What follows belongs to an exercise in optimizing a design on an open flow for small area and a short achievable clock period; a production flow would make more cautious choices. The RTL was checked by simulation tests, not by an equivalence proof against the original design. Power is estimated from default activity; no workload was simulated.

`flow/design.v`:
```
module single_cycle (
    input  logic        i_clk,
    input  logic        i_reset,
    input  logic [31:0] i_io_sw,
    input  logic [31:0] i_inst,
    output logic [31:0] o_io_ledr,
    output logic [31:0] o_io_ledg,
    output logic [31:0] o_io_lcd,
    output logic [6:0]  o_io_hex0,
    output logic [6:0]  o_io_hex1,
    output logic [6:0]  o_io_hex2,
    output logic [6:0]  o_io_hex3,
    output logic [6:0]  o_io_hex4,
    output logic [6:0]  o_io_hex5,
    output logic [6:0]  o_io_hex6,
    output logic [6:0]  o_io_hex7,
    output logic [31:0] o_pc_debug,
    output logic        o_insn_vld
);
  logic [6:0] opc;
  logic [2:0] f3;
  logic [4:0] rd_a, rs1_a, rs2_a;
  assign opc   = i_inst[6:0];
  assign f3    = i_inst[14:12];
  assign rd_a  = i_inst[11:7];
  assign rs1_a = i_inst[19:15];
  assign rs2_a = i_inst[24:20];
  logic op_r, op_i, op_ld, op_st, op_br, op_jal, op_jalr, op_lui, op_aui;
  assign op_r    = (opc == 7'b0110011);
  assign op_i    = (opc == 7'b0010011);
  assign op_ld   = (opc == 7'b0000011);
  assign op_st   = (opc == 7'b0100011);
  assign op_br   = (opc == 7'b1100011);
  assign op_jal  = (opc == 7'b1101111);
  assign op_jalr = (opc == 7'b1100111);
  assign op_lui  = (opc == 7'b0110111);
  assign op_aui  = (opc == 7'b0010111);
  assign o_insn_vld = op_r | op_i | op_ld | op_st | op_br | op_jal | op_lui | op_aui;
  logic        i31;
  logic        sx_i;        
  logic [31:0] imm_i, imm_ld, imm_s, imm_b, imm_j, imm_u;
  assign i31    = i_inst[31];
  assign sx_i   = ~f3[0] | (f3[2] & f3[1]);
  assign imm_i  = {{20{i31 & sx_i}}, i_inst[31:20]};
  assign imm_ld = {20'b0, i_inst[31:20]};
  assign imm_s  = {{20{i31}}, i_inst[31:25], i_inst[11:7]};
  assign imm_b  = {{20{i31}}, i_inst[7], i_inst[30:25], i_inst[11:8], 1'b0};
  assign imm_j  = {{12{i31}}, i_inst[19:12], i_inst[20], i_inst[30:21], 1'b0};
  assign imm_u  = {i_inst[31:12], 12'b0};
  logic [31:0] rs1, rs2, wb;
  logic        rd_we;
  regfile u_rf (
    .i_clk(i_clk), .i_reset(i_reset),
    .i_rs1_addr(rs1_a), .i_rs2_addr(rs2_a),
    .i_rd_addr(rd_a), .i_rd_data(wb), .i_rd_wren(rd_we),
    .o_rs1_data(rs1), .o_rs2_data(rs2)
  );
  logic [31:0] opb;
  logic        sub;
  logic [32:0] sum33;
  logic [31:0] sum;
  logic        lt_u, lt_s, eq;
  logic        use_imm;
  logic [31:0] imm_x;
  assign use_imm = op_i | op_ld | op_st | op_jalr;
  assign imm_x   = op_st ? imm_s : op_ld ? imm_ld : imm_i;
  assign opb     = use_imm ? imm_x : rs2;
  assign sub   = op_br | ((op_r | op_i) & ~f3[2] & f3[1])
               | (op_r & (f3 == 3'b000) & i_inst[30] & ~i_inst[25]);
  assign sum33 = {1'b0, rs1} + {1'b0, opb ^ {32{sub}}} + {32'b0, sub};
  assign sum   = sum33[31:0];
  assign lt_u  = ~sum33[32];
  assign lt_s  = (rs1[31] ^ opb[31]) ? rs1[31] : sum[31];
  assign eq    = (rs1 == rs2);
  logic        shl;
  logic [31:0] sh_in, sh_out, sh_rev;
  logic [4:0]  shamt;
  assign shl   = ~f3[2];
  assign shamt = opb[4:0];
  always_comb begin
    for (int k = 0; k < 32; k++) sh_rev[k] = rs1[31-k];
  end
  assign sh_in = shl ? sh_rev : rs1;
  logic [63:0] sh_wide;
  assign sh_wide = {{32{i_inst[30] & rs1[31] & ~shl}}, sh_in} >> shamt;
  assign sh_out  = sh_wide[31:0];
  logic [31:0] sll_res;
  always_comb begin
    for (int k = 0; k < 32; k++) sll_res[k] = sh_out[31-k];
  end
  logic [31:0] mul;
  multiply_extension u_mul (.a(rs1[15:0]), .b(rs2[15:0]), .p(mul));
  logic is_ri, s_mul, s_sum;
  assign is_ri = op_r | op_i;
  assign s_mul = op_r & (f3 == 3'b000) & i_inst[25];
  assign s_sum = (is_ri & (f3 == 3'b000) & ~s_mul) |
                 ~(is_ri | op_ld | op_jal | op_jalr | op_lui | op_aui);
  logic [31:0] pc4, pc_imm, pc_next;
  logic        taken;
  assign pc4    = o_pc_debug + 32'd4;
  assign pc_imm = o_pc_debug + (op_jal ? imm_j : op_aui ? imm_u : imm_b);
  always_comb begin
    case (f3)
      3'b000: taken = eq;
      3'b001: taken = ~eq;
      3'b100: taken = lt_s;
      3'b101: taken = ~lt_s;
      3'b110: taken = lt_u;
      3'b111: taken = ~lt_u;
      default: taken = 1'b1;
    endcase
  end
  logic [31:0] addr, ld_val;
  assign addr = sum;    
  assign pc_next = (op_jal | (op_br & taken)) ? pc_imm :
                   op_jalr                    ? addr   : pc4;
  always_ff @(posedge i_clk or negedge i_reset) begin
    if (~i_reset) o_pc_debug <= 32'b0;
    else          o_pc_debug <= pc_next;
  end
  lsu u_lsu (
    .i_clk(i_clk), .i_reset(i_reset),
    .i_addr(addr), .i_rs1(rs1), .i_imm(imm_x), .i_rs2(rs2), .i_st(op_st), .i_func3(f3),
    .i_io_sw(i_io_sw), .o_ld_data(ld_val),
    .o_io_ledr(o_io_ledr), .o_io_ledg(o_io_ledg), .o_io_lcd(o_io_lcd),
    .o_io_hex0(o_io_hex0), .o_io_hex1(o_io_hex1), .o_io_hex2(o_io_hex2), .o_io_hex3(o_io_hex3),
    .o_io_hex4(o_io_hex4), .o_io_hex5(o_io_hex5), .o_io_hex6(o_io_hex6), .o_io_hex7(o_io_hex7)
  );
  assign rd_we = ~(op_st | op_br);
  always_comb begin
    wb = ({32{op_ld}}                       & ld_val)
       | ({32{op_jal | op_jalr}}            & pc4)
       | ({32{op_lui}}                      & imm_u)
       | ({32{op_aui}}                      & pc_imm)
       | ({32{s_mul}}                       & mul)
       | ({32{s_sum}}                       & sum)
       | ({32{is_ri & (f3 == 3'b001)}}      & sll_res)
       | ({32{is_ri & (f3 == 3'b010)}}      & {31'b0, lt_s})
       | ({32{is_ri & (f3 == 3'b011)}}      & {31'b0, lt_u})
       | ({32{is_ri & (f3 == 3'b100)}}      & (rs1 ^ opb))
       | ({32{is_ri & (f3 == 3'b101)}}      & sh_out)
       | ({32{is_ri & (f3 == 3'b110)}}      & (rs1 | opb))
       | ({32{is_ri & (f3 == 3'b111)}}      & (rs1 & opb));
  end
endmodule
module regfile (
  input  logic        i_clk,
  input  logic        i_reset,
  input  logic [4:0]  i_rs1_addr,
  input  logic [4:0]  i_rs2_addr,
  input  logic [4:0]  i_rd_addr,
  input  logic [31:0] i_rd_data,
  input  logic        i_rd_wren,
  output logic [31:0] o_rs1_data,
  output logic [31:0] o_rs2_data
);
  logic [1023:0] regs;
  assign regs[31:0] = 32'b0;
  for (genvar i = 1; i < 32; i++) begin : g_reg
    logic [31:0] q;
    always_ff @(posedge i_clk or negedge i_reset) begin
      if (~i_reset)                              q <= 32'b0;
      else if (i_rd_wren && i_rd_addr == 5'(i))  q <= i_rd_data;
    end
    assign regs[32*i +: 32] = q;
  end
  logic [31:0] sel1, sel2;
  assign sel1 = 32'b1 << i_rs1_addr;
  assign sel2 = 32'b1 << i_rs2_addr;
  always_comb begin
    o_rs1_data = 32'b0;
    o_rs2_data = 32'b0;
    for (int i = 1; i < 32; i++) begin
      o_rs1_data = o_rs1_data | ({32{sel1[i]}} & regs[32*i +: 32]);
      o_rs2_data = o_rs2_data | ({32{sel2[i]}} & regs[32*i +: 32]);
    end
  end
endmodule
module multiply_extension (
  input  wire [15:0] a,
  input  wire [15:0] b,
  output wire [31:0] p
);
  wire one0 = b[0] ^ 1'b0;
  wire two0 = (b[1] & ~b[0] & ~1'b0) | (~b[1] & b[0] & 1'b0);
  wire neg0 = b[1];
  wire pp_0_0 = ((one0 & a[0]) | (two0 & 1'b0)) ^ neg0;
  wire pp_0_1 = ((one0 & a[1]) | (two0 & a[0])) ^ neg0;
  wire pp_0_2 = ((one0 & a[2]) | (two0 & a[1])) ^ neg0;
  wire pp_0_3 = ((one0 & a[3]) | (two0 & a[2])) ^ neg0;
  wire pp_0_4 = ((one0 & a[4]) | (two0 & a[3])) ^ neg0;
  wire pp_0_5 = ((one0 & a[5]) | (two0 & a[4])) ^ neg0;
  wire pp_0_6 = ((one0 & a[6]) | (two0 & a[5])) ^ neg0;
  wire pp_0_7 = ((one0 & a[7]) | (two0 & a[6])) ^ neg0;
  wire pp_0_8 = ((one0 & a[8]) | (two0 & a[7])) ^ neg0;
  wire pp_0_9 = ((one0 & a[9]) | (two0 & a[8])) ^ neg0;
  wire pp_0_10 = ((one0 & a[10]) | (two0 & a[9])) ^ neg0;
  wire pp_0_11 = ((one0 & a[11]) | (two0 & a[10])) ^ neg0;
  wire pp_0_12 = ((one0 & a[12]) | (two0 & a[11])) ^ neg0;
  wire pp_0_13 = ((one0 & a[13]) | (two0 & a[12])) ^ neg0;
  wire pp_0_14 = ((one0 & a[14]) | (two0 & a[13])) ^ neg0;
  wire pp_0_15 = ((one0 & a[15]) | (two0 & a[14])) ^ neg0;
  wire pp_0_16 = ~(((one0 & a[15]) | (two0 & a[15])) ^ neg0);
  wire one1 = b[2] ^ b[1];
  wire two1 = (b[3] & ~b[2] & ~b[1]) | (~b[3] & b[2] & b[1]);
  wire neg1 = b[3];
  wire pp_1_0 = ((one1 & a[0]) | (two1 & 1'b0)) ^ neg1;
  wire pp_1_1 = ((one1 & a[1]) | (two1 & a[0])) ^ neg1;
  wire pp_1_2 = ((one1 & a[2]) | (two1 & a[1])) ^ neg1;
  wire pp_1_3 = ((one1 & a[3]) | (two1 & a[2])) ^ neg1;
  wire pp_1_4 = ((one1 & a[4]) | (two1 & a[3])) ^ neg1;
  wire pp_1_5 = ((one1 & a[5]) | (two1 & a[4])) ^ neg1;
  wire pp_1_6 = ((one1 & a[6]) | (two1 & a[5])) ^ neg1;
  wire pp_1_7 = ((one1 & a[7]) | (two1 & a[6])) ^ neg1;
  wire pp_1_8 = ((one1 & a[8]) | (two1 & a[7])) ^ neg1;
  wire pp_1_9 = ((one1 & a[9]) | (two1 & a[8])) ^ neg1;
  wire pp_1_10 = ((one1 & a[10]) | (two1 & a[9])) ^ neg1;
  wire pp_1_11 = ((one1 & a[11]) | (two1 & a[10])) ^ neg1;
  wire pp_1_12 = ((one1 & a[12]) | (two1 & a[11])) ^ neg1;
  wire pp_1_13 = ((one1 & a[13]) | (two1 & a[12])) ^ neg1;
  wire pp_1_14 = ((one1 & a[14]) | (two1 & a[13])) ^ neg1;
  wire pp_1_15 = ((one1 & a[15]) | (two1 & a[14])) ^ neg1;
  wire pp_1_16 = ~(((one1 & a[15]) | (two1 & a[15])) ^ neg1);
  wire one2 = b[4] ^ b[3];
  wire two2 = (b[5] & ~b[4] & ~b[3]) | (~b[5] & b[4] & b[3]);
  wire neg2 = b[5];
  wire pp_2_0 = ((one2 & a[0]) | (two2 & 1'b0)) ^ neg2;
  wire pp_2_1 = ((one2 & a[1]) | (two2 & a[0])) ^ neg2;
  wire pp_2_2 = ((one2 & a[2]) | (two2 & a[1])) ^ neg2;
  wire pp_2_3 = ((one2 & a[3]) | (two2 & a[2])) ^ neg2;
  wire pp_2_4 = ((one2 & a[4]) | (two2 & a[3])) ^ neg2;
  wire pp_2_5 = ((one2 & a[5]) | (two2 & a[4])) ^ neg2;
  wire pp_2_6 = ((one2 & a[6]) | (two2 & a[5])) ^ neg2;
  wire pp_2_7 = ((one2 & a[7]) | (two2 & a[6])) ^ neg2;
  wire pp_2_8 = ((one2 & a[8]) | (two2 & a[7])) ^ neg2;
  wire pp_2_9 = ((one2 & a[9]) | (two2 & a[8])) ^ neg2;
  wire pp_2_10 = ((one2 & a[10]) | (two2 & a[9])) ^ neg2;
  wire pp_2_11 = ((one2 & a[11]) | (two2 & a[10])) ^ neg2;
  wire pp_2_12 = ((one2 & a[12]) | (two2 & a[11])) ^ neg2;
  wire pp_2_13 = ((one2 & a[13]) | (two2 & a[12])) ^ neg2;
  wire pp_2_14 = ((one2 & a[14]) | (two2 & a[13])) ^ neg2;
  wire pp_2_15 = ((one2 & a[15]) | (two2 & a[14])) ^ neg2;
  wire pp_2_16 = ~(((one2 & a[15]) | (two2 & a[15])) ^ neg2);
  wire one3 = b[6] ^ b[5];
  wire two3 = (b[7] & ~b[6] & ~b[5]) | (~b[7] & b[6] & b[5]);
  wire neg3 = b[7];
  wire pp_3_0 = ((one3 & a[0]) | (two3 & 1'b0)) ^ neg3;
  wire pp_3_1 = ((one3 & a[1]) | (two3 & a[0])) ^ neg3;
  wire pp_3_2 = ((one3 & a[2]) | (two3 & a[1])) ^ neg3;
  wire pp_3_3 = ((one3 & a[3]) | (two3 & a[2])) ^ neg3;
  wire pp_3_4 = ((one3 & a[4]) | (two3 & a[3])) ^ neg3;
  wire pp_3_5 = ((one3 & a[5]) | (two3 & a[4])) ^ neg3;
  wire pp_3_6 = ((one3 & a[6]) | (two3 & a[5])) ^ neg3;
  wire pp_3_7 = ((one3 & a[7]) | (two3 & a[6])) ^ neg3;
  wire pp_3_8 = ((one3 & a[8]) | (two3 & a[7])) ^ neg3;
  wire pp_3_9 = ((one3 & a[9]) | (two3 & a[8])) ^ neg3;
  wire pp_3_10 = ((one3 & a[10]) | (two3 & a[9])) ^ neg3;
  wire pp_3_11 = ((one3 & a[11]) | (two3 & a[10])) ^ neg3;
  wire pp_3_12 = ((one3 & a[12]) | (two3 & a[11])) ^ neg3;
  wire pp_3_13 = ((one3 & a[13]) | (two3 & a[12])) ^ neg3;
  wire pp_3_14 = ((one3 & a[14]) | (two3 & a[13])) ^ neg3;
  wire pp_3_15 = ((one3 & a[15]) | (two3 & a[14])) ^ neg3;
  wire pp_3_16 = ~(((one3 & a[15]) | (two3 & a[15])) ^ neg3);
  wire one4 = b[8] ^ b[7];
  wire two4 = (b[9] & ~b[8] & ~b[7]) | (~b[9] & b[8] & b[7]);
  wire neg4 = b[9];
  wire pp_4_0 = ((one4 & a[0]) | (two4 & 1'b0)) ^ neg4;
  wire pp_4_1 = ((one4 & a[1]) | (two4 & a[0])) ^ neg4;
  wire pp_4_2 = ((one4 & a[2]) | (two4 & a[1])) ^ neg4;
  wire pp_4_3 = ((one4 & a[3]) | (two4 & a[2])) ^ neg4;
  wire pp_4_4 = ((one4 & a[4]) | (two4 & a[3])) ^ neg4;
  wire pp_4_5 = ((one4 & a[5]) | (two4 & a[4])) ^ neg4;
  wire pp_4_6 = ((one4 & a[6]) | (two4 & a[5])) ^ neg4;
  wire pp_4_7 = ((one4 & a[7]) | (two4 & a[6])) ^ neg4;
  wire pp_4_8 = ((one4 & a[8]) | (two4 & a[7])) ^ neg4;
  wire pp_4_9 = ((one4 & a[9]) | (two4 & a[8])) ^ neg4;
  wire pp_4_10 = ((one4 & a[10]) | (two4 & a[9])) ^ neg4;
  wire pp_4_11 = ((one4 & a[11]) | (two4 & a[10])) ^ neg4;
  wire pp_4_12 = ((one4 & a[12]) | (two4 & a[11])) ^ neg4;
  wire pp_4_13 = ((one4 & a[13]) | (two4 & a[12])) ^ neg4;
  wire pp_4_14 = ((one4 & a[14]) | (two4 & a[13])) ^ neg4;
  wire pp_4_15 = ((one4 & a[15]) | (two4 & a[14])) ^ neg4;
  wire pp_4_16 = ~(((one4 & a[15]) | (two4 & a[15])) ^ neg4);
  wire one5 = b[10] ^ b[9];
  wire two5 = (b[11] & ~b[10] & ~b[9]) | (~b[11] & b[10] & b[9]);
  wire neg5 = b[11];
  wire pp_5_0 = ((one5 & a[0]) | (two5 & 1'b0)) ^ neg5;
  wire pp_5_1 = ((one5 & a[1]) | (two5 & a[0])) ^ neg5;
  wire pp_5_2 = ((one5 & a[2]) | (two5 & a[1])) ^ neg5;
  wire pp_5_3 = ((one5 & a[3]) | (two5 & a[2])) ^ neg5;
  wire pp_5_4 = ((one5 & a[4]) | (two5 & a[3])) ^ neg5;
  wire pp_5_5 = ((one5 & a[5]) | (two5 & a[4])) ^ neg5;
  wire pp_5_6 = ((one5 & a[6]) | (two5 & a[5])) ^ neg5;
  wire pp_5_7 = ((one5 & a[7]) | (two5 & a[6])) ^ neg5;
  wire pp_5_8 = ((one5 & a[8]) | (two5 & a[7])) ^ neg5;
  wire pp_5_9 = ((one5 & a[9]) | (two5 & a[8])) ^ neg5;
  wire pp_5_10 = ((one5 & a[10]) | (two5 & a[9])) ^ neg5;
  wire pp_5_11 = ((one5 & a[11]) | (two5 & a[10])) ^ neg5;
  wire pp_5_12 = ((one5 & a[12]) | (two5 & a[11])) ^ neg5;
  wire pp_5_13 = ((one5 & a[13]) | (two5 & a[12])) ^ neg5;
  wire pp_5_14 = ((one5 & a[14]) | (two5 & a[13])) ^ neg5;
  wire pp_5_15 = ((one5 & a[15]) | (two5 & a[14])) ^ neg5;
  wire pp_5_16 = ~(((one5 & a[15]) | (two5 & a[15])) ^ neg5);
  wire one6 = b[12] ^ b[11];
  wire two6 = (b[13] & ~b[12] & ~b[11]) | (~b[13] & b[12] & b[11]);
  wire neg6 = b[13];
  wire pp_6_0 = ((one6 & a[0]) | (two6 & 1'b0)) ^ neg6;
  wire pp_6_1 = ((one6 & a[1]) | (two6 & a[0])) ^ neg6;
  wire pp_6_2 = ((one6 & a[2]) | (two6 & a[1])) ^ neg6;
  wire pp_6_3 = ((one6 & a[3]) | (two6 & a[2])) ^ neg6;
  wire pp_6_4 = ((one6 & a[4]) | (two6 & a[3])) ^ neg6;
  wire pp_6_5 = ((one6 & a[5]) | (two6 & a[4])) ^ neg6;
  wire pp_6_6 = ((one6 & a[6]) | (two6 & a[5])) ^ neg6;
  wire pp_6_7 = ((one6 & a[7]) | (two6 & a[6])) ^ neg6;
  wire pp_6_8 = ((one6 & a[8]) | (two6 & a[7])) ^ neg6;
  wire pp_6_9 = ((one6 & a[9]) | (two6 & a[8])) ^ neg6;
  wire pp_6_10 = ((one6 & a[10]) | (two6 & a[9])) ^ neg6;
  wire pp_6_11 = ((one6 & a[11]) | (two6 & a[10])) ^ neg6;
  wire pp_6_12 = ((one6 & a[12]) | (two6 & a[11])) ^ neg6;
  wire pp_6_13 = ((one6 & a[13]) | (two6 & a[12])) ^ neg6;
  wire pp_6_14 = ((one6 & a[14]) | (two6 & a[13])) ^ neg6;
  wire pp_6_15 = ((one6 & a[15]) | (two6 & a[14])) ^ neg6;
  wire pp_6_16 = ~(((one6 & a[15]) | (two6 & a[15])) ^ neg6);
  wire one7 = b[14] ^ b[13];
  wire two7 = (b[15] & ~b[14] & ~b[13]) | (~b[15] & b[14] & b[13]);
  wire neg7 = b[15];
  wire pp_7_0 = ((one7 & a[0]) | (two7 & 1'b0)) ^ neg7;
  wire pp_7_1 = ((one7 & a[1]) | (two7 & a[0])) ^ neg7;
  wire pp_7_2 = ((one7 & a[2]) | (two7 & a[1])) ^ neg7;
  wire pp_7_3 = ((one7 & a[3]) | (two7 & a[2])) ^ neg7;
  wire pp_7_4 = ((one7 & a[4]) | (two7 & a[3])) ^ neg7;
  wire pp_7_5 = ((one7 & a[5]) | (two7 & a[4])) ^ neg7;
  wire pp_7_6 = ((one7 & a[6]) | (two7 & a[5])) ^ neg7;
  wire pp_7_7 = ((one7 & a[7]) | (two7 & a[6])) ^ neg7;
  wire pp_7_8 = ((one7 & a[8]) | (two7 & a[7])) ^ neg7;
  wire pp_7_9 = ((one7 & a[9]) | (two7 & a[8])) ^ neg7;
  wire pp_7_10 = ((one7 & a[10]) | (two7 & a[9])) ^ neg7;
  wire pp_7_11 = ((one7 & a[11]) | (two7 & a[10])) ^ neg7;
  wire pp_7_12 = ((one7 & a[12]) | (two7 & a[11])) ^ neg7;
  wire pp_7_13 = ((one7 & a[13]) | (two7 & a[12])) ^ neg7;
  wire pp_7_14 = ((one7 & a[14]) | (two7 & a[13])) ^ neg7;
  wire pp_7_15 = ((one7 & a[15]) | (two7 & a[14])) ^ neg7;
  wire pp_7_16 = ~(((one7 & a[15]) | (two7 & a[15])) ^ neg7);
  wire s1 = pp_0_10 ^ pp_1_8;
  wire c2 = pp_0_10 & pp_1_8;
  wire s3 = pp_0_11 ^ pp_1_9;
  wire c4 = pp_0_11 & pp_1_9;
  wire s5 = pp_0_12 ^ pp_1_10 ^ pp_2_8;
  wire c6 = (pp_0_12 & pp_1_10) | (pp_0_12 & pp_2_8) | (pp_1_10 & pp_2_8);
  wire s7 = pp_3_6 ^ pp_4_4;
  wire c8 = pp_3_6 & pp_4_4;
  wire s9 = pp_0_13 ^ pp_1_11 ^ pp_2_9;
  wire c10 = (pp_0_13 & pp_1_11) | (pp_0_13 & pp_2_9) | (pp_1_11 & pp_2_9);
  wire s11 = pp_3_7 ^ pp_4_5;
  wire c12 = pp_3_7 & pp_4_5;
  wire s13 = pp_0_14 ^ pp_1_12 ^ pp_2_10;
  wire c14 = (pp_0_14 & pp_1_12) | (pp_0_14 & pp_2_10) | (pp_1_12 & pp_2_10);
  wire s15 = pp_3_8 ^ pp_4_6 ^ pp_5_4;
  wire c16 = (pp_3_8 & pp_4_6) | (pp_3_8 & pp_5_4) | (pp_4_6 & pp_5_4);
  wire s17 = pp_6_2 ^ pp_7_0;
  wire c18 = pp_6_2 & pp_7_0;
  wire s19 = pp_0_15 ^ pp_1_13 ^ pp_2_11;
  wire c20 = (pp_0_15 & pp_1_13) | (pp_0_15 & pp_2_11) | (pp_1_13 & pp_2_11);
  wire s21 = pp_3_9 ^ pp_4_7 ^ pp_5_5;
  wire c22 = (pp_3_9 & pp_4_7) | (pp_3_9 & pp_5_5) | (pp_4_7 & pp_5_5);
  wire s23 = pp_6_3 ^ pp_7_1;
  wire c24 = pp_6_3 & pp_7_1;
  wire s25 = pp_0_16 ^ pp_1_14 ^ pp_2_12;
  wire c26 = (pp_0_16 & pp_1_14) | (pp_0_16 & pp_2_12) | (pp_1_14 & pp_2_12);
  wire s27 = pp_3_10 ^ pp_4_8 ^ pp_5_6;
  wire c28 = (pp_3_10 & pp_4_8) | (pp_3_10 & pp_5_6) | (pp_4_8 & pp_5_6);
  wire s29 = pp_6_4 ^ pp_7_2 ^ 1'b1;
  wire c30 = (pp_6_4 & pp_7_2) | (pp_6_4 & 1'b1) | (pp_7_2 & 1'b1);
  wire s31 = pp_1_15 ^ pp_2_13 ^ pp_3_11;
  wire c32 = (pp_1_15 & pp_2_13) | (pp_1_15 & pp_3_11) | (pp_2_13 & pp_3_11);
  wire s33 = pp_4_9 ^ pp_5_7 ^ pp_6_5;
  wire c34 = (pp_4_9 & pp_5_7) | (pp_4_9 & pp_6_5) | (pp_5_7 & pp_6_5);
  wire s35 = pp_7_3 ^ 1'b1;
  wire c36 = pp_7_3 & 1'b1;
  wire s37 = pp_1_16 ^ pp_2_14 ^ pp_3_12;
  wire c38 = (pp_1_16 & pp_2_14) | (pp_1_16 & pp_3_12) | (pp_2_14 & pp_3_12);
  wire s39 = pp_4_10 ^ pp_5_8 ^ pp_6_6;
  wire c40 = (pp_4_10 & pp_5_8) | (pp_4_10 & pp_6_6) | (pp_5_8 & pp_6_6);
  wire s41 = pp_2_15 ^ pp_3_13 ^ pp_4_11;
  wire c42 = (pp_2_15 & pp_3_13) | (pp_2_15 & pp_4_11) | (pp_3_13 & pp_4_11);
  wire s43 = pp_5_9 ^ pp_6_7;
  wire c44 = pp_5_9 & pp_6_7;
  wire s45 = pp_2_16 ^ pp_3_14 ^ pp_4_12;
  wire c46 = (pp_2_16 & pp_3_14) | (pp_2_16 & pp_4_12) | (pp_3_14 & pp_4_12);
  wire s47 = pp_3_15 ^ pp_4_13;
  wire c48 = pp_3_15 & pp_4_13;
  wire s49 = pp_0_6 ^ pp_1_4;
  wire c50 = pp_0_6 & pp_1_4;
  wire s51 = pp_0_7 ^ pp_1_5;
  wire c52 = pp_0_7 & pp_1_5;
  wire s53 = pp_0_8 ^ pp_1_6 ^ pp_2_4;
  wire c54 = (pp_0_8 & pp_1_6) | (pp_0_8 & pp_2_4) | (pp_1_6 & pp_2_4);
  wire s55 = pp_3_2 ^ pp_4_0;
  wire c56 = pp_3_2 & pp_4_0;
  wire s57 = pp_0_9 ^ pp_1_7 ^ pp_2_5;
  wire c58 = (pp_0_9 & pp_1_7) | (pp_0_9 & pp_2_5) | (pp_1_7 & pp_2_5);
  wire s59 = pp_3_3 ^ pp_4_1;
  wire c60 = pp_3_3 & pp_4_1;
  wire s61 = pp_2_6 ^ pp_3_4 ^ pp_4_2;
  wire c62 = (pp_2_6 & pp_3_4) | (pp_2_6 & pp_4_2) | (pp_3_4 & pp_4_2);
  wire s63 = pp_5_0 ^ neg5 ^ s1;
  wire c64 = (pp_5_0 & neg5) | (pp_5_0 & s1) | (neg5 & s1);
  wire s65 = pp_2_7 ^ pp_3_5 ^ pp_4_3;
  wire c66 = (pp_2_7 & pp_3_5) | (pp_2_7 & pp_4_3) | (pp_3_5 & pp_4_3);
  wire s67 = pp_5_1 ^ s3 ^ c2;
  wire c68 = (pp_5_1 & s3) | (pp_5_1 & c2) | (s3 & c2);
  wire s69 = pp_5_2 ^ pp_6_0 ^ neg6;
  wire c70 = (pp_5_2 & pp_6_0) | (pp_5_2 & neg6) | (pp_6_0 & neg6);
  wire s71 = s5 ^ s7 ^ c4;
  wire c72 = (s5 & s7) | (s5 & c4) | (s7 & c4);
  wire s73 = pp_5_3 ^ pp_6_1 ^ s9;
  wire c74 = (pp_5_3 & pp_6_1) | (pp_5_3 & s9) | (pp_6_1 & s9);
  wire s75 = s11 ^ c6 ^ c8;
  wire c76 = (s11 & c6) | (s11 & c8) | (c6 & c8);
  wire s77 = neg7 ^ s13 ^ s15;
  wire c78 = (neg7 & s13) | (neg7 & s15) | (s13 & s15);
  wire s79 = s17 ^ c10 ^ c12;
  wire c80 = (s17 & c10) | (s17 & c12) | (c10 & c12);
  wire s81 = s19 ^ s21 ^ s23;
  wire c82 = (s19 & s21) | (s19 & s23) | (s21 & s23);
  wire s83 = c14 ^ c16 ^ c18;
  wire c84 = (c14 & c16) | (c14 & c18) | (c16 & c18);
  wire s85 = s25 ^ s27 ^ s29;
  wire c86 = (s25 & s27) | (s25 & s29) | (s27 & s29);
  wire s87 = c20 ^ c22 ^ c24;
  wire c88 = (c20 & c22) | (c20 & c24) | (c22 & c24);
  wire s89 = s31 ^ s33 ^ s35;
  wire c90 = (s31 & s33) | (s31 & s35) | (s33 & s35);
  wire s91 = c26 ^ c28 ^ c30;
  wire c92 = (c26 & c28) | (c26 & c30) | (c28 & c30);
  wire s93 = pp_7_4 ^ s37 ^ s39;
  wire c94 = (pp_7_4 & s37) | (pp_7_4 & s39) | (s37 & s39);
  wire s95 = c32 ^ c34 ^ c36;
  wire c96 = (c32 & c34) | (c32 & c36) | (c34 & c36);
  wire s97 = pp_7_5 ^ 1'b1 ^ s41;
  wire c98 = (pp_7_5 & 1'b1) | (pp_7_5 & s41) | (1'b1 & s41);
  wire s99 = s43 ^ c38 ^ c40;
  wire c100 = (s43 & c38) | (s43 & c40) | (c38 & c40);
  wire s101 = pp_5_10 ^ pp_6_8 ^ pp_7_6;
  wire c102 = (pp_5_10 & pp_6_8) | (pp_5_10 & pp_7_6) | (pp_6_8 & pp_7_6);
  wire s103 = s45 ^ c42 ^ c44;
  wire c104 = (s45 & c42) | (s45 & c44) | (c42 & c44);
  wire s105 = pp_5_11 ^ pp_6_9 ^ pp_7_7;
  wire c106 = (pp_5_11 & pp_6_9) | (pp_5_11 & pp_7_7) | (pp_6_9 & pp_7_7);
  wire s107 = 1'b1 ^ s47 ^ c46;
  wire c108 = (1'b1 & s47) | (1'b1 & c46) | (s47 & c46);
  wire s109 = pp_3_16 ^ pp_4_14 ^ pp_5_12;
  wire c110 = (pp_3_16 & pp_4_14) | (pp_3_16 & pp_5_12) | (pp_4_14 & pp_5_12);
  wire s111 = pp_6_10 ^ pp_7_8 ^ c48;
  wire c112 = (pp_6_10 & pp_7_8) | (pp_6_10 & c48) | (pp_7_8 & c48);
  wire s113 = pp_4_15 ^ pp_5_13 ^ pp_6_11;
  wire c114 = (pp_4_15 & pp_5_13) | (pp_4_15 & pp_6_11) | (pp_5_13 & pp_6_11);
  wire s115 = pp_7_9 ^ 1'b1;
  wire c116 = pp_7_9 & 1'b1;
  wire s117 = pp_4_16 ^ pp_5_14 ^ pp_6_12;
  wire c118 = (pp_4_16 & pp_5_14) | (pp_4_16 & pp_6_12) | (pp_5_14 & pp_6_12);
  wire s119 = pp_5_15 ^ pp_6_13;
  wire c120 = pp_5_15 & pp_6_13;
  wire s121 = pp_0_4 ^ pp_1_2;
  wire c122 = pp_0_4 & pp_1_2;
  wire s123 = pp_0_5 ^ pp_1_3;
  wire c124 = pp_0_5 & pp_1_3;
  wire s125 = pp_2_2 ^ pp_3_0 ^ neg3;
  wire c126 = (pp_2_2 & pp_3_0) | (pp_2_2 & neg3) | (pp_3_0 & neg3);
  wire s127 = pp_2_3 ^ pp_3_1 ^ s51;
  wire c128 = (pp_2_3 & pp_3_1) | (pp_2_3 & s51) | (pp_3_1 & s51);
  wire s129 = neg4 ^ s53 ^ s55;
  wire c130 = (neg4 & s53) | (neg4 & s55) | (s53 & s55);
  wire s131 = s57 ^ s59 ^ c54;
  wire c132 = (s57 & s59) | (s57 & c54) | (s59 & c54);
  wire s133 = s61 ^ s63 ^ c58;
  wire c134 = (s61 & s63) | (s61 & c58) | (s63 & c58);
  wire s135 = s65 ^ s67 ^ c62;
  wire c136 = (s65 & s67) | (s65 & c62) | (s67 & c62);
  wire s137 = s69 ^ s71 ^ c66;
  wire c138 = (s69 & s71) | (s69 & c66) | (s71 & c66);
  wire s139 = s73 ^ s75 ^ c70;
  wire c140 = (s73 & s75) | (s73 & c70) | (s75 & c70);
  wire s141 = s77 ^ s79 ^ c74;
  wire c142 = (s77 & s79) | (s77 & c74) | (s79 & c74);
  wire s143 = s81 ^ s83 ^ c78;
  wire c144 = (s81 & s83) | (s81 & c78) | (s83 & c78);
  wire s145 = s85 ^ s87 ^ c82;
  wire c146 = (s85 & s87) | (s85 & c82) | (s87 & c82);
  wire s147 = s89 ^ s91 ^ c86;
  wire c148 = (s89 & s91) | (s89 & c86) | (s91 & c86);
  wire s149 = s93 ^ s95 ^ c90;
  wire c150 = (s93 & s95) | (s93 & c90) | (s95 & c90);
  wire s151 = s97 ^ s99 ^ c94;
  wire c152 = (s97 & s99) | (s97 & c94) | (s99 & c94);
  wire s153 = s101 ^ s103 ^ c98;
  wire c154 = (s101 & s103) | (s101 & c98) | (s103 & c98);
  wire s155 = s105 ^ s107 ^ c102;
  wire c156 = (s105 & s107) | (s105 & c102) | (s107 & c102);
  wire s157 = s109 ^ s111 ^ c106;
  wire c158 = (s109 & s111) | (s109 & c106) | (s111 & c106);
  wire s159 = s113 ^ s115 ^ c110;
  wire c160 = (s113 & s115) | (s113 & c110) | (s115 & c110);
  wire s161 = pp_7_10 ^ s117 ^ c114;
  wire c162 = (pp_7_10 & s117) | (pp_7_10 & c114) | (s117 & c114);
  wire s163 = pp_7_11 ^ 1'b1 ^ s119;
  wire c164 = (pp_7_11 & 1'b1) | (pp_7_11 & s119) | (1'b1 & s119);
  wire s165 = pp_5_16 ^ pp_6_14 ^ pp_7_12;
  wire c166 = (pp_5_16 & pp_6_14) | (pp_5_16 & pp_7_12) | (pp_6_14 & pp_7_12);
  wire s167 = pp_6_15 ^ pp_7_13;
  wire c168 = pp_6_15 & pp_7_13;
  wire s169 = pp_0_2 ^ pp_1_0;
  wire c170 = pp_0_2 & pp_1_0;
  wire s171 = pp_0_3 ^ pp_1_1;
  wire c172 = pp_0_3 & pp_1_1;
  wire s173 = pp_2_0 ^ neg2 ^ s121;
  wire c174 = (pp_2_0 & neg2) | (pp_2_0 & s121) | (neg2 & s121);
  wire s175 = pp_2_1 ^ s123 ^ c122;
  wire c176 = (pp_2_1 & s123) | (pp_2_1 & c122) | (s123 & c122);
  wire s177 = s49 ^ s125 ^ c124;
  wire c178 = (s49 & s125) | (s49 & c124) | (s125 & c124);
  wire s179 = c50 ^ s127 ^ c126;
  wire c180 = (c50 & s127) | (c50 & c126) | (s127 & c126);
  wire s181 = c52 ^ s129 ^ c128;
  wire c182 = (c52 & s129) | (c52 & c128) | (s129 & c128);
  wire s183 = c56 ^ s131 ^ c130;
  wire c184 = (c56 & s131) | (c56 & c130) | (s131 & c130);
  wire s185 = c60 ^ s133 ^ c132;
  wire c186 = (c60 & s133) | (c60 & c132) | (s133 & c132);
  wire s187 = c64 ^ s135 ^ c134;
  wire c188 = (c64 & s135) | (c64 & c134) | (s135 & c134);
  wire s189 = c68 ^ s137 ^ c136;
  wire c190 = (c68 & s137) | (c68 & c136) | (s137 & c136);
  wire s191 = c72 ^ s139 ^ c138;
  wire c192 = (c72 & s139) | (c72 & c138) | (s139 & c138);
  wire s193 = c76 ^ s141 ^ c140;
  wire c194 = (c76 & s141) | (c76 & c140) | (s141 & c140);
  wire s195 = c80 ^ s143 ^ c142;
  wire c196 = (c80 & s143) | (c80 & c142) | (s143 & c142);
  wire s197 = c84 ^ s145 ^ c144;
  wire c198 = (c84 & s145) | (c84 & c144) | (s145 & c144);
  wire s199 = c88 ^ s147 ^ c146;
  wire c200 = (c88 & s147) | (c88 & c146) | (s147 & c146);
  wire s201 = c92 ^ s149 ^ c148;
  wire c202 = (c92 & s149) | (c92 & c148) | (s149 & c148);
  wire s203 = c96 ^ s151 ^ c150;
  wire c204 = (c96 & s151) | (c96 & c150) | (s151 & c150);
  wire s205 = c100 ^ s153 ^ c152;
  wire c206 = (c100 & s153) | (c100 & c152) | (s153 & c152);
  wire s207 = c104 ^ s155 ^ c154;
  wire c208 = (c104 & s155) | (c104 & c154) | (s155 & c154);
  wire s209 = c108 ^ s157 ^ c156;
  wire c210 = (c108 & s157) | (c108 & c156) | (s157 & c156);
  wire s211 = c112 ^ s159 ^ c158;
  wire c212 = (c112 & s159) | (c112 & c158) | (s159 & c158);
  wire s213 = c116 ^ s161 ^ c160;
  wire c214 = (c116 & s161) | (c116 & c160) | (s161 & c160);
  wire s215 = c118 ^ s163 ^ c162;
  wire c216 = (c118 & s163) | (c118 & c162) | (s163 & c162);
  wire s217 = c120 ^ s165 ^ c164;
  wire c218 = (c120 & s165) | (c120 & c164) | (s165 & c164);
  wire s219 = 1'b1 ^ s167 ^ c166;
  wire c220 = (1'b1 & s167) | (1'b1 & c166) | (s167 & c166);
  wire s221 = pp_6_16 ^ pp_7_14 ^ c168;
  wire c222 = (pp_6_16 & pp_7_14) | (pp_6_16 & c168) | (pp_7_14 & c168);
  wire s223 = pp_7_15 ^ 1'b1;
  wire c224 = pp_7_15 & 1'b1;
  wire [31:0] row0 = {1'b1, pp_7_16, s223, s221, s219, s217, s215, s213, s211, s209, s207, s205, s203, s201, s199, s197, s195, s193, s191, s189, s187, s185, s183, s181, s179, s177, s175, s173, s171, neg1, pp_0_1, pp_0_0};
  wire [31:0] row1 = {1'b0, c224, c222, c220, c218, c216, c214, c212, c210, c208, c206, c204, c202, c200, c198, c196, c194, c192, c190, c188, c186, c184, c182, c180, c178, c176, c174, c172, c170, s169, 1'b0, neg0};
  assign p = row0 + row1;
endmodule
module lsu (
  input  logic        i_clk,
  input  logic        i_reset,
  input  logic [31:0] i_addr,     
  input  logic [31:0] i_rs1,
  input  logic [31:0] i_imm,
  input  logic [31:0] i_rs2,
  input  logic        i_st,
  input  logic [2:0]  i_func3,
  input  logic [31:0] i_io_sw,
  output logic [31:0] o_ld_data,
  output logic [31:0] o_io_ledr,
  output logic [31:0] o_io_ledg,
  output logic [31:0] o_io_lcd,
  output logic [6:0]  o_io_hex0,
  output logic [6:0]  o_io_hex1,
  output logic [6:0]  o_io_hex2,
  output logic [6:0]  o_io_hex3,
  output logic [6:0]  o_io_hex4,
  output logic [6:0]  o_io_hex5,
  output logic [6:0]  o_io_hex6,
  output logic [6:0]  o_io_hex7
);
  logic [1:0] off;
  logic [1:0] a2;
  logic       cin;
  logic [4:0] wa, wb, wp, wg;
  assign a2  = i_rs1[1:0] + i_imm[1:0];
  assign off = a2;
  assign cin = (i_rs1[1] & i_imm[1]) | ((i_rs1[1] ^ i_imm[1]) & i_rs1[0] & i_imm[0]);
  assign wa  = i_rs1[6:2];
  assign wb  = i_imm[6:2];
  assign wp  = wa ^ wb;
  assign wg  = wa & wb;
  logic is_b, is_h, is_w;
  assign is_b = (i_func3 == 3'b000) | (i_func3 == 3'b100);
  assign is_h = (i_func3 == 3'b001) | (i_func3 == 3'b101);
  assign is_w = (i_func3 == 3'b010);
  logic [31:0] d;
  assign d = is_b ? {24'b0, i_rs2[7:0]} : is_h ? {16'b0, i_rs2[15:0]} : i_rs2;
  logic        st_dmem;
  logic [3:0]  lane_we;
  logic [31:0] oh_w;       
  logic [31:0] sel [4];
  logic [7:0]  lane_wd [4];
  logic [7:0]  lane_rd [4];
  assign st_dmem = i_st & ~i_addr[28];
  always_comb begin
    for (int k = 0; k < 32; k++) begin
      logic ok;
      ok = 1'b1;
      for (int i = 0; i < 5; i++) begin
        logic kb, cexp;
        kb = k[i];
        if (i == 0) cexp = cin;
        else        cexp = wg[i-1] | (wp[i-1] & ~k[i-1]);
        ok = ok & ~(wp[i] ^ kb ^ cexp);
      end
      oh_w[k] = ok;
    end
  end
  always_comb begin
    for (int j = 0; j < 4; j++) begin
      sel[j]     = (j < off) ? {oh_w[30:0], oh_w[31]} : oh_w;
      lane_we[j] = st_dmem & ((is_b & (off == j)) |
                              (is_h & (off != 2'd1) & ((off == j) | (off == 2'(j - 1)))) |
                              (is_w & (off != 2'd1)));
    end
    for (int j = 0; j < 4; j++) lane_wd[j] = d[8*(2'(j - off)) +: 8];
  end
  memory u_mem (
    .i_clk(i_clk), .i_reset(i_reset),
    .i_sel0(sel[0]), .i_sel1(sel[1]), .i_sel2(sel[2]), .i_sel3(sel[3]),
    .i_we(lane_we),
    .i_wd0(lane_wd[0]), .i_wd1(lane_wd[1]), .i_wd2(lane_wd[2]), .i_wd3(lane_wd[3]),
    .o_rd0(lane_rd[0]), .o_rd1(lane_rd[1]), .o_rd2(lane_rd[2]), .o_rd3(lane_rd[3])
  );
  logic [7:0]  bt [4];
  logic [31:0] mval;
  always_comb begin
    for (int k = 0; k < 4; k++) bt[k] = lane_rd[2'(off + k)];
    case (i_func3)
      3'b000:  mval = {{24{bt[0][7]}}, bt[0]};
      3'b001:  mval = {{16{bt[1][7]}}, bt[1], bt[0]};
      3'b010:  mval = {bt[3], bt[2], bt[1], bt[0]};
      3'b100:  mval = {24'b0, bt[0]};
      3'b101:  mval = {16'b0, bt[1], bt[0]};
      default: mval = 32'b0;
    endcase
  end
  assign o_ld_data = ~i_addr[28] ? mval :
                     (i_addr[16] & ~i_addr[13]) ? i_io_sw : 32'b0;
  logic       st_io;
  logic [3:0] bm;
  assign st_io = i_st & i_addr[28] & ~i_addr[16];
  always_comb begin
    bm = 4'b0000;
    if (is_b) bm = 4'b0001 << off;
    else if (is_h) case (off)
      2'd0: bm = 4'b0011;
      2'd1: bm = 4'b0110;
      2'd2: bm = 4'b1100;
      default: bm = 4'b1000;
    endcase
    else if (is_w) case (off)
      2'd0: bm = 4'b1111;
      2'd1: bm = 4'b1110;
      2'd2: bm = 4'b1100;
      default: bm = 4'b1000;
    endcase
  end
  logic [27:0] hex_new;
  always_comb begin
    case (bm)
      4'b0001: hex_new = {21'b0, d[6:0]};
      4'b0010: hex_new = {14'b0, d[6:0], 7'b0};
      4'b0100: hex_new = {7'b0, d[6:0], 14'b0};
      4'b1000: hex_new = {d[6:0], 21'b0};
      4'b0011: hex_new = {14'b0, d[14:8], d[6:0]};
      4'b1100: hex_new = {d[14:8], d[6:0], 14'b0};
      4'b1111: hex_new = {d[30:24], d[22:16], d[14:8], d[6:0]};
      default: hex_new = {28{1'b1}};
    endcase
  end
  logic [3:0] hex_we;
  always_comb begin
    case (bm)
      4'b0001: hex_we = 4'b0001;
      4'b0010: hex_we = 4'b0010;
      4'b0100: hex_we = 4'b0100;
      4'b1000: hex_we = 4'b1000;
      default: hex_we = 4'b1111;
    endcase
  end
  logic we_ledr, we_ledg, we_h03, we_h47, we_lcd;
  assign we_ledr = st_io & (i_addr[14:12] == 3'b000);
  assign we_ledg = st_io & (i_addr[14:12] == 3'b001);
  assign we_h03  = st_io & (i_addr[14:12] == 3'b010);
  assign we_h47  = st_io & (i_addr[14:12] == 3'b011);
  assign we_lcd  = st_io & (i_addr[14:12] == 3'b100);
  always_ff @(posedge i_clk or negedge i_reset) begin
    if (~i_reset) begin
      o_io_ledr <= 32'b0;
      o_io_ledg <= 32'b0;
      o_io_lcd  <= 32'b0;
      o_io_hex0 <= 7'h7F; o_io_hex1 <= 7'h7F; o_io_hex2 <= 7'h7F; o_io_hex3 <= 7'h7F;
      o_io_hex4 <= 7'h7F; o_io_hex5 <= 7'h7F; o_io_hex6 <= 7'h7F; o_io_hex7 <= 7'h7F;
    end else begin
      if (we_ledr) o_io_ledr <= d;
      if (we_ledg) o_io_ledg <= d;
      if (we_lcd)  o_io_lcd  <= d;
      if (we_h03 & hex_we[0]) o_io_hex0 <= hex_new[6:0];
      if (we_h03 & hex_we[1]) o_io_hex1 <= hex_new[13:7];
      if (we_h03 & hex_we[2]) o_io_hex2 <= hex_new[20:14];
      if (we_h03 & hex_we[3]) o_io_hex3 <= hex_new[27:21];
      if (we_h47 & hex_we[0]) o_io_hex4 <= hex_new[6:0];
      if (we_h47 & hex_we[1]) o_io_hex5 <= hex_new[13:7];
      if (we_h47 & hex_we[2]) o_io_hex6 <= hex_new[20:14];
      if (we_h47 & hex_we[3]) o_io_hex7 <= hex_new[27:21];
    end
  end
endmodule
module memory (
  input  logic       i_clk,
  input  logic       i_reset,
  input  logic [31:0] i_sel0, i_sel1, i_sel2, i_sel3,    
  input  logic [3:0] i_we,
  input  logic [7:0] i_wd0, i_wd1, i_wd2, i_wd3,
  output logic [7:0] o_rd0, o_rd1, o_rd2, o_rd3
);
  logic [31:0] sel [4];
  logic [7:0] wd  [4];
  assign sel[0] = i_sel0; assign sel[1] = i_sel1; assign sel[2] = i_sel2; assign sel[3] = i_sel3;
  assign wd[0]  = i_wd0;  assign wd[1]  = i_wd1;  assign wd[2]  = i_wd2;  assign wd[3]  = i_wd3;
  logic [255:0] lane [4];    
  for (genvar j = 0; j < 4; j++) begin : g_lane
    for (genvar i = 0; i < 32; i++) begin : g_word
      logic [7:0] q;
      always_ff @(posedge i_clk or negedge i_reset) begin
        if (~i_reset)                        q <= 8'b0;
        else if (i_we[j] && sel[j][i])       q <= wd[j];
      end
      assign lane[j][8*i +: 8] = q;
    end
  end
  logic [7:0]  rd  [4];
  always_comb begin
    for (int j = 0; j < 4; j++) begin
      rd[j]  = 8'b0;
      for (int i = 0; i < 32; i++) rd[j] = rd[j] | ({8{sel[j][i]}} & lane[j][8*i +: 8]);
    end
  end
  assign o_rd0 = rd[0];
  assign o_rd1 = rd[1];
  assign o_rd2 = rd[2];
  assign o_rd3 = rd[3];
endmodule
```
`flow/flow/run.sh`:
```
#!/bin/bash
# The standard layout (standard.sh) with these differences:
#  - synthesis leaves full adders to ABC (ADDER_MAP_FILE empty), so ABC sees the multiplier's
#    carry-save tree as logic and maps the whole path for delay; registers are unchanged;
#  - every input and output port still gets its own buffer, but a buf_1 instead of a delay cell
#    (repair upsizes the ones on critical paths);
#  - CTS with clkbuf_16 leaves of at most 25 sinks, without dummy loads;
#  - repair_timing aims for more setup slack than the 33 ns clock needs (19 ns up to CTS,
#    18.9 ns after global routing), so critical paths get sized and buffered.
# The clock period and the SDC are the design's.
set -euo pipefail
CTS="-sink_clustering_enable -repair_clock_nets -dont_use_dummy_load -buf_list sky130_fd_sc_hd__clkbuf_16 -sink_clustering_size 25 -sink_clustering_max_diameter 60"
PORTS="-inputs -outputs -buffer_cell sky130_fd_sc_hd__buf_1"
bash standard.sh ADDER_MAP_FILE= "BUFFER_PORTS_ARGS=$PORTS" "CTS_ARGS=$CTS" SETUP_SLACK_MARGIN=19 cts > standard_flow_cts.log 2>&1
bash standard.sh ADDER_MAP_FILE= "BUFFER_PORTS_ARGS=$PORTS" "CTS_ARGS=$CTS" SETUP_SLACK_MARGIN=18.9 finish > standard_flow_finish.log 2>&1
```
`flow/standard.sh`:
```
#!/bin/bash
# synth_recipe.tcl (not shown) runs the flow's synth.tcl, then flattens the netlist and writes it again
# the make line also repeats each setting of config.mk as NAME=value (left out here)
make -C /OpenROAD-flow-scripts/flow DESIGN_CONFIG=/design/flow/config.mk WORK_HOME=/design/flow/orfs CLKGATE_MAP_FILE= SYNTH_SCRIPT=/design/flow/synth_recipe.tcl "${@:-finish}"
```
`flow/config.mk`:
```
export PLATFORM = sky130hd
export DESIGN_NAME = single_cycle
export DESIGN_NICKNAME = single_cycle
export VERILOG_FILES = /design/flow/design.v
export SDC_FILE = /design/flow/constraint.sdc
export NUM_CORES = 4
export LEC_CHECK = 0
export CAP_MARGIN = 20
export CORE_MARGIN = 2
export CORE_UTILIZATION = 40
export CTS_BUF_LIST = sky130_fd_sc_hd__clkbuf_16
export CTS_CLUSTER_DIAMETER = 60
export CTS_CLUSTER_SIZE = 25
export SLEW_MARGIN = 20
export TNS_END_PERCENT = 0
```
`flow/constraint.sdc`:
```
create_clock -name core_clock -period 33.0 [get_ports {i_clk}]
set_input_delay 6.6000 -clock core_clock [delete_from_list [all_inputs] [get_ports {i_clk}]]
set_output_delay 6.6000 -clock core_clock [all_outputs]
set_load 0.01 [all_outputs]
```
==> impl_metrics.json, run 1 <==
{
  "first_global_vias": 112000,
  "p_per_area_mw_per_mm2": 102,
  "drtAntennaViolNets": 0,
  "async_reset_ff_share_pct": 100,
  "path_clk_slew_ps": 80,
  "drtIter0Drc": 22300,
  "crit_fanout": 46,
  "ys.flop_type": "dfrtp_1",
  "nFillCells": 30100,
  "syn_area_sq_mm": 0.125,
  "timing.critical_path.mode_cell": "nand2_1",
  "vias": 123000,
  "p_total_mw": 14.4,
  "tightest_slew_ps": 1320,
  "hp-class": "flip-flop to flip-flop",
  "die-area_sq_mm": 0.318,
  "synth_area_leaders": "dfrtp_1, mux2_2, nand2_1",
  "drive_above_1_share_pct": 20.1,
  "dp_hpwl_um": 430000,
  "slowest_delay_ps": 870,
  "final_cells": 17600,
  "hold_violations": 0,
  "postSynthAreaPerCell_sq_um": 9.30,
  "viasPerCell": 6.97,
  "layout_common_cells": "nand2_1, dfrtp_1, o21ai_0, mux2_2, a22oi_1",
  "grt-ovfl-total": 0,
  "rows": 205,
  "avgRoutedWirePerCell_um": 37.7,
  "power_leakage_nw": 63.2,
  "rsz0062_at_grt": "yes",
  "drtPass1Iterations": 11,
  "drc": 0,
  "whs_ps": 480,
  "seqCellArea_sq_mm": 0.0551,
  "status": "complete, no violations",
  "gp_congestion": 1.08,
  "area_growth_syn_to_layout_pct": 12.8,
  "fmax_mhz": 68.7,
  "maxSlewHeadroom_pct": 11.6,
  "crit_required_ps": 33800,
  "synth_fp_nets": 13500,
  "final.min_clock_period_ps": 14550,
  "fin_worst_skew_ps": 191,
  "ir_drop_mv": 0.322,
  "cts_tree": "done",
  "core_sq_mm": 0.312,
  "drv_cap": 0,
  "syn_inst": 13500,
  "grt_pass1_wl_um": 909000,
  "cp-start-kind": "input port",
  "grt_use_total_pct": 40.4,
  "antenna_found_initial": 69,
  "cts.sinks": 2200,
  "finalWirelength_um": 665000,
  "die_h_um": 564,
  "yosysWarnings": 15,
  "synth_largest_area_cell": "dfrtp_1",
  "postCtsHoldBufs": 0,
  "dieWidth_um": 564,
  "htreeDepth": 4,
  "synth_top_cell_area_share_pct": 42.8,
  "start_util_pct": 40.2,
  "tns_ps": 0,
  "synth-seq-cells": 2200,
  "synth_edf_count": 0,
  "crit_slowest_cell": "and3_1",
  "dp.cells": 17200,
  "ios": 251,
  "clock_path_buffers": 4,
  "insertion_delay_ps": 990,
  "layout.nets": 13500,
  "endpoint_kind": "flip-flop",
  "ys_seq_area_share_pct": 44.0,
  "worst-setup-path-type": "input port to flip-flop",
  "slew_violations": 0,
  "port_buffers": 250,
  "cts_buffers": 190,
  "final_common_cell": "nand2_1",
  "crit_arrival_ps": 15350,
  "setup_viol": 0,
  "multiInputGateArea_sq_mm": 0.0683,
  "grt_max_degree": 183,
  "cts-root-buf": "clkbuf_16",
  "period_share_pct": 44.1,
  "synth_cell_type_count": 129
}
stage by stage:
stage / utilization, % / instance area [sq um] / worst slack, ps
2_1_floorplan: - / 125000 / 18990
3_3_place_gp: 42.3 / 132000 / 15620
3_5_place_dp: 42.3 / 132000 / 15470
4_1_cts: 44.6 / 139000 / 18630
5_1_grt: 45.3 / 141000 / 18590
6_report: 45.4 / 141000 / 18450
synthesized netlist by cell type, types with 82 or more instances:
| cell type | n |
|---|---|
| dfrtp_1 | 2144 |
| inv_1 | 91 |
| nand4_1 | 207 |
| nor3_1 | 150 |
| a31oi_1 | 123 |
| nor2_1 | 556 |
| a2111oi_0 | 96 |
| xor2_1 | 105 |
| maj3_1 | 87 |
| o21ai_0 | 1053 |
| clkbuf_1 | 775 |
| a21oi_1 | 314 |
| o21ai_1 | 202 |
| a221oi_1 | 163 |
| nand2_1 | 2430 |
| a22oi_1 | 940 |
| mux2i_1 | 171 |
| and2_1 | 82 |
| and3_1 | 411 |
| mux2_2 | 1012 |
| buf_2 | 280 |
| a22o_1 | 110 |
| nand3_1 | 358 |
| xnor2_1 | 343 |
power breakdown:
part	switching, mW	internal [mW]	leakage [nW]
Clock	1.04	1.01	2.34
Combinational	5.95	2.58	31.2
Sequential	0.611	3.20	29.7
Total	7.60	6.79	63.2
registers in the layout, summed over array words and instances, names as in the netlist:
name                         flops
u_lsu.o_io_hex1                  7
u_rf.g.q                       992
u_lsu.o_io_hex2                  7
u_lsu.u_mem.g_lane.g_word.q   1024
o_pc_debug                      32
u_lsu.o_io_hex3                  7
u_lsu.o_io_lcd                  32
u_lsu.o_io_ledr                 32
u_lsu.o_io_hex7                  7
u_lsu.o_io_hex5                  7
u_lsu.o_io_hex0                  7
u_lsu.o_io_ledg                 32
u_lsu.o_io_hex4                  7
u_lsu.o_io_hex6                  7
final timing paths:
check / start / end / slack, ps / depth (start not counted)
setup / recovery: i_inst[19] / u_rf.g_reg[11].q[17] / 18450 / 29
hold / removal: u_lsu.u_mem.g_lane[2].g_word[28].q[5] / u_lsu.u_mem.g_lane[2].g_word[28].q[5] / 480 / 2
setup reg to reg: u_rf.g_reg[18].q[1] / u_rf.g_reg[18].q[3] / 24730 / 26
hold reg to reg: u_lsu.u_mem.g_lane[2].g_word[28].q[5] / u_lsu.u_mem.g_lane[2].g_word[28].q[5] / 480 / 2
max in group asynchronous: i_reset / u_lsu.u_mem.g_lane[1].g_word[29].q[1] / 20840 / 8
min in group asynchronous: i_reset / u_rf.g_reg[5].q[15] / 5800 / 1
layout make-up:
type                       count  share of cell area [%]
antenna                       57                   0.101
multi-input combinational  10000                    48.3
sequential                  2200                    39.0
inverter                      94                   0.249
clock buffer                 190                    3.36
timing repair buffer         943                    5.40
tap                         4140                    3.66
critical path: cells and delay by family:
kind	cells	cell delay, ps
and+or+nand+nor	12	3660
buffers and inverters	6	1530
xor gates and xnor gates	2	660
AOI/OAI and AO/OA	8	2550
muxes	1	130
kinds of logic after synthesis:
kind of cell             synth area share (%)
AND/OR/NAND/NOR                          16.9
AO/OA/AOI/OAI                            19.2
flip-flops                               44.0
buffers and inverters                    4.34
multiplexers                             11.3
XOR/XNOR                                 3.61
adder cells (fa/ha/maj)                 0.793
per-layer routing:
layer	GRT usage (%)	routed length, um	up-vias	part of all wire, %
li1	-	-	48900	-
met1	50.5	240000	60400	36
met2	55.3	264000	10500	40
met3	17.1	98800	3153	15
met4	29.4	62300	32	9.4
met5	0.193	436	-	0.066
timing repair:
action | 4_1_cts | 5_1_grt
endpoints found under the setup margin | 2200 | 2200
pin swaps | 63 | 55
gates resized for setup | 338 | 293
buffers inserted | 113 | 62
gates cloned | 7 | 6
==> inputs of run 2 (changes only) <==
==> flow/run.sh (new file) <==
#!/bin/bash
# synth_recipe.tcl (not shown) runs the flow's synth.tcl, then flattens the netlist and writes it again
# the make line also repeats each setting of config.mk as NAME=value (left out here)
make -C /OpenROAD-flow-scripts/flow DESIGN_CONFIG=/design/flow/config.mk WORK_HOME=/design/flow/orfs CLKGATE_MAP_FILE= SYNTH_SCRIPT=/design/flow/synth_recipe.tcl finish
--- a/flow/config.mk
+++ b/flow/config.mk
@@ -7,9 +7,10 @@
 export LEC_CHECK = 0
 export CAP_MARGIN = 20
 export CORE_MARGIN = 2
-export CORE_UTILIZATION = 40
+export CORE_UTILIZATION = 35
 export CTS_BUF_LIST = sky130_fd_sc_hd__clkbuf_16
 export CTS_CLUSTER_DIAMETER = 60
-export CTS_CLUSTER_SIZE = 25
+export CTS_CLUSTER_SIZE = 20
+export SETUP_SLACK_MARGIN = 5
 export SLEW_MARGIN = 20
 export TNS_END_PERCENT = 0
removed: flow/flow/run.sh
removed: flow/standard.sh
==> run 2 against run 1 <==
  * Critical path depth stayed put
  * Flip-flop and latch count stayed put
  * Sequential share of layout area is 0.15 points lower
  * Die area is 15% higher
  * Maximum frequency is 21% lower
  * Clock power is 12% higher
  * Synthesized area is 0.81% higher
  * Global-route usage is 4.5 points lower
  * Largest cell class unchanged
  * Highest routed layer unchanged
==> impl_metrics.json, run 2 <==
{
  "ir_drop_mv": 0.150,
  "synth_cell_type_count": 113,
  "die-area_sq_mm": 0.366,
  "timing.critical_path.mode_cell": "buf_4",
  "rsz0062_at_grt": "no",
  "cts_tree": "done",
  "slowest_delay_ps": 860,
  "ys_seq_area_share_pct": 43.6,
  "slew_violations": 0,
  "tns_ps": 0,
  "crit_fanout": 36,
  "largest_reg_flops": 1024,
  "grt_max_degree": 160,
  "grt_use_total_pct": 35.9,
  "cts_resized": 0,
  "layout.nets": 13900,
  "sw_frac_of_total_pct": 54.8,
  "dp_hpwl_um": 451000,
  "grt-ovfl-total": 0,
  "power_frac_comb_pct": 60.1,
  "async_reset_ff_share_pct": 100,
  "dp.cells": 18100,
  "p_sw_mw": 8.39,
  "insertion_delay_ps": 970,
  "endpoint_kind": "flip-flop",
  "clock_path_buffers": 4,
  "core_sq_mm": 0.359,
  "synth_edf_count": 0,
  "drtIter0Drc": 22600,
  "cts_buffers": 173,
  "fmax_mhz": 54.1,
  "gp_congestion": 1.05,
  "setup_viol": 0,
  "drc": 0,
  "htreeDepth": 4,
  "p_int_mw": 6.92,
  "r2r_end": "u_rf.g_reg[4].q[26]",
  "drtAntennaViolNets": 0,
  "yosysWarnings": 15,
  "finalWirelength_um": 682000,
  "die_h_um": 605,
  "dieWidth_um": 605,
  "final_cells": 18500,
  "layout_common_cells": "dfrtp_1, nand2_1, o21ai_0, mux2_2, a22oi_1",
  "final.min_clock_period_ps": 18490,
  "postSynthAreaPerCell_sq_um": 9.17,
  "reg_top3": "u_lsu.u_mem.g_lane.g_word.q: 1024 flops, u_rf.g.q: 992 flops",
  "cts-root-buf": "clkbuf_16",
  "hp-class": "flip-flop to flip-flop",
  "fin_worst_skew_ps": 94.8,
  "syn_area_sq_mm": 0.126,
  "reg2reg_depth": 34,
  "grt_pass1_wl_um": 938000,
  "port_buffers": 250,
  "synth-seq-cells": 2200,
  "tightest_slew_ps": 1300,
  "start_util_pct": 35.2,
  "syn_inst": 13800,
  "crit_end": "u_rf.g_reg[4].q[26]",
  "path_clk_slew_ps": 80,
  "power_leakage_nw": 61.6,
  "rows": 220,
  "synth_fp_nets": 14100,
  "crit_start": "i_inst[19]",
  "top_register": "u_lsu.u_mem.g_lane.g_word.q",
  "whs_ps": 482,
  "r2r_slack_ps": 22330,
  "synth_common_cells": "dfrtp_1, nand2_1, o21ai_0, clkbuf_1, mux2_2",
  "antenna_found_initial": 50,
  "p_seq_share_pct": 25.0,
  "maxSlewHeadroom_pct": 12.8,
  "worst-setup-path-type": "input port to flip-flop",
  "clkPwrFrac_pct": 14.9,
  "ios": 251,
  "synth_largest_area_cell": "dfrtp_1",
  "crit_slowest_cell": "clkinv_1",
  "postCtsHoldBufs": 0,
  "final_common_cell": "dfrtp_1",
  "viasPerCell": 6.78,
  "status": "complete, no violations",
  "avgRoutedWirePerCell_um": 36.9,
  "synth_top_cell_area_share_pct": 42.4,
  "period_share_pct": 56.0,
  "crit_required_ps": 33770,
  "drive_above_1_share_pct": 15.7,
  "cts.sinks": 2200,
  "area_growth_syn_to_layout_pct": 12.3,
  "utilization_pct": 39.5,
  "vias": 125000,
  "crit_arrival_ps": 19250,
  "drv_cap": 0,
  "p_per_area_mw_per_mm2": 108,
  "synth_area_leaders": "dfrtp_1, mux2_2, o21ai_0",
  "cp-start-kind": "input port",
  "first_global_vias": 116000,
  "drtPass1Iterations": 9,
  "ys.flop_type": "dfrtp_1",
  "r2r_start": "u_rf.g_reg[12].q[1]",
  "hold_violations": 0,
  "post_cts_buffers": 0,
  "yosysMostFrequentCell": "dfrtp_1"
}
[run 2: worst max-delay path, delay by kind of cell]
family,cells,cell delay (ps)
and+or+nand+nor,11,4210
buffers and inverters,8,3950
AOI/OAI and AO/OA,8,3330
adders and majority gates,1,600
xor gates and xnor gates,1,270
[run 2: kinds of logic (layout without fill, tap and decap cells)]
kind of cell               Yosys count  after routing  synth area share (%)
DFF                               2200           2200                  43.6
adders and majority gates          309            309                  3.50
AOI/OAI and AO/OA                 4261           4261                  22.0
buffers and inverters             1491           1372                  4.53
and+or+nand+nor                   4339           4339                  16.1
xor gates and xnor gates           207            207                  1.46
muxes                              985            985                  8.82
other                                0             38                     0
[run 2: metrics by stage]
| stage | power [mW] | instance area (sq um) | worst slack, ps |
|---|---|---|---|
| 3_5_place_dp | 12.4 | 136000 | 14510 |
| 6_report | 15.3 | 142000 | 14510 |
| 4_1_cts | 14.7 | 142000 | 15450 |
| 2_1_floorplan | 8.65 | 126000 | 17850 |
| 3_3_place_gp | 12.4 | 136000 | 14120 |
| 5_1_grt | 15.8 | 142000 | 14860 |
[run 2: worst min-delay path by stage]
stage | end | depth (start not counted) | slack (ps) | from
3_5_place_dp | u_lsu.o_io_lcd[27] | 2 | 470 | u_lsu.o_io_lcd[27]
2_1_floorplan | u_lsu.u_mem.g_lane[1].g_word[11].q[5] | 2 | 440 | u_lsu.u_mem.g_lane[1].g_word[11].q[5]
4_1_cts | u_lsu.o_io_hex6[2] | 2 | 480 | u_lsu.o_io_hex6[2]
5_1_grt | u_lsu.u_mem.g_lane[3].g_word[15].q[4] | 2 | 500 | u_lsu.u_mem.g_lane[3].g_word[15].q[4]
6_report | u_lsu.o_io_hex6[2] | 2 | 480 | u_lsu.o_io_hex6[2]
3_3_place_gp | u_lsu.u_mem.g_lane[1].g_word[11].q[5] | 2 | 460 | u_lsu.u_mem.g_lane[1].g_word[11].q[5]
[run 2: power groups by stage]
stage,sequential (mW),clock (mW),combinational (mW)
floorplan,3.59,0,5.06
global placement,3.83,0,8.61
detailed placement,3.83,0,8.61
CTS,3.78,2.28,8.65
global route,3.85,2.38,9.51
finish,3.83,2.28,9.20
[run 2: routing by layer]
layer / vias to the layer above / wire length [um] / track usage [%]
met5: - / 540 / 0.431
met4: 40 / 61600 / 26.2
met3: 2987 / 96500 / 13.8
met2: 10400 / 274000 / 50.1
met1: 61600 / 250000 / 45.0
li1: 50400 / - / -
[run 2: cell type report]
class                           instances  area, sq um
Antenna cell                           38         95.1
Tap cell                             4773         5970
Timing Repair Buffer                  823         6890
Sequential cell                      2200        55100
Clock inverter                        130         1400
Fill cell                           36100       217000
Multi-Input combinational cell      10100        67200
Inverter                              241          905
Clock buffer                          178         4450

## afterwards: timing with drivers on the ports
Ports are ideal in the flow. The routed layouts listed here were re-timed in OpenROAD.
Step 1 (the two cells are an assumption about what drives the block):
set clk [get_ports {i_clk}]
set_driving_cell -lib_cell sky130_fd_sc_hd__clkbuf_16 $clk
set_driving_cell -lib_cell sky130_fd_sc_hd__buf_2 [delete_from_list [all_inputs] $clk]
Step 2, shift: input delay + t, output delay - t, t = (earliest + latest rising clock arrival at the registers) / 2. This alone moves slack from input paths to output paths.
a / b / c = no drivers / after step 1 / after step 2; a / b = the first two.
run | t, ns | setup WS [ns] | worst setup path at the end
run 1 | 0.996 | 18.453 / 18.522 / 17.526 | input to register
run 2 | 1.046 | 14.515 / 14.612 / 13.566 | input to register
After both steps setup and hold are still met in every run listed. The setup slack of run 2, which loses most, moves by +0.097 ns with the drivers and by -0.949 ns with both steps.
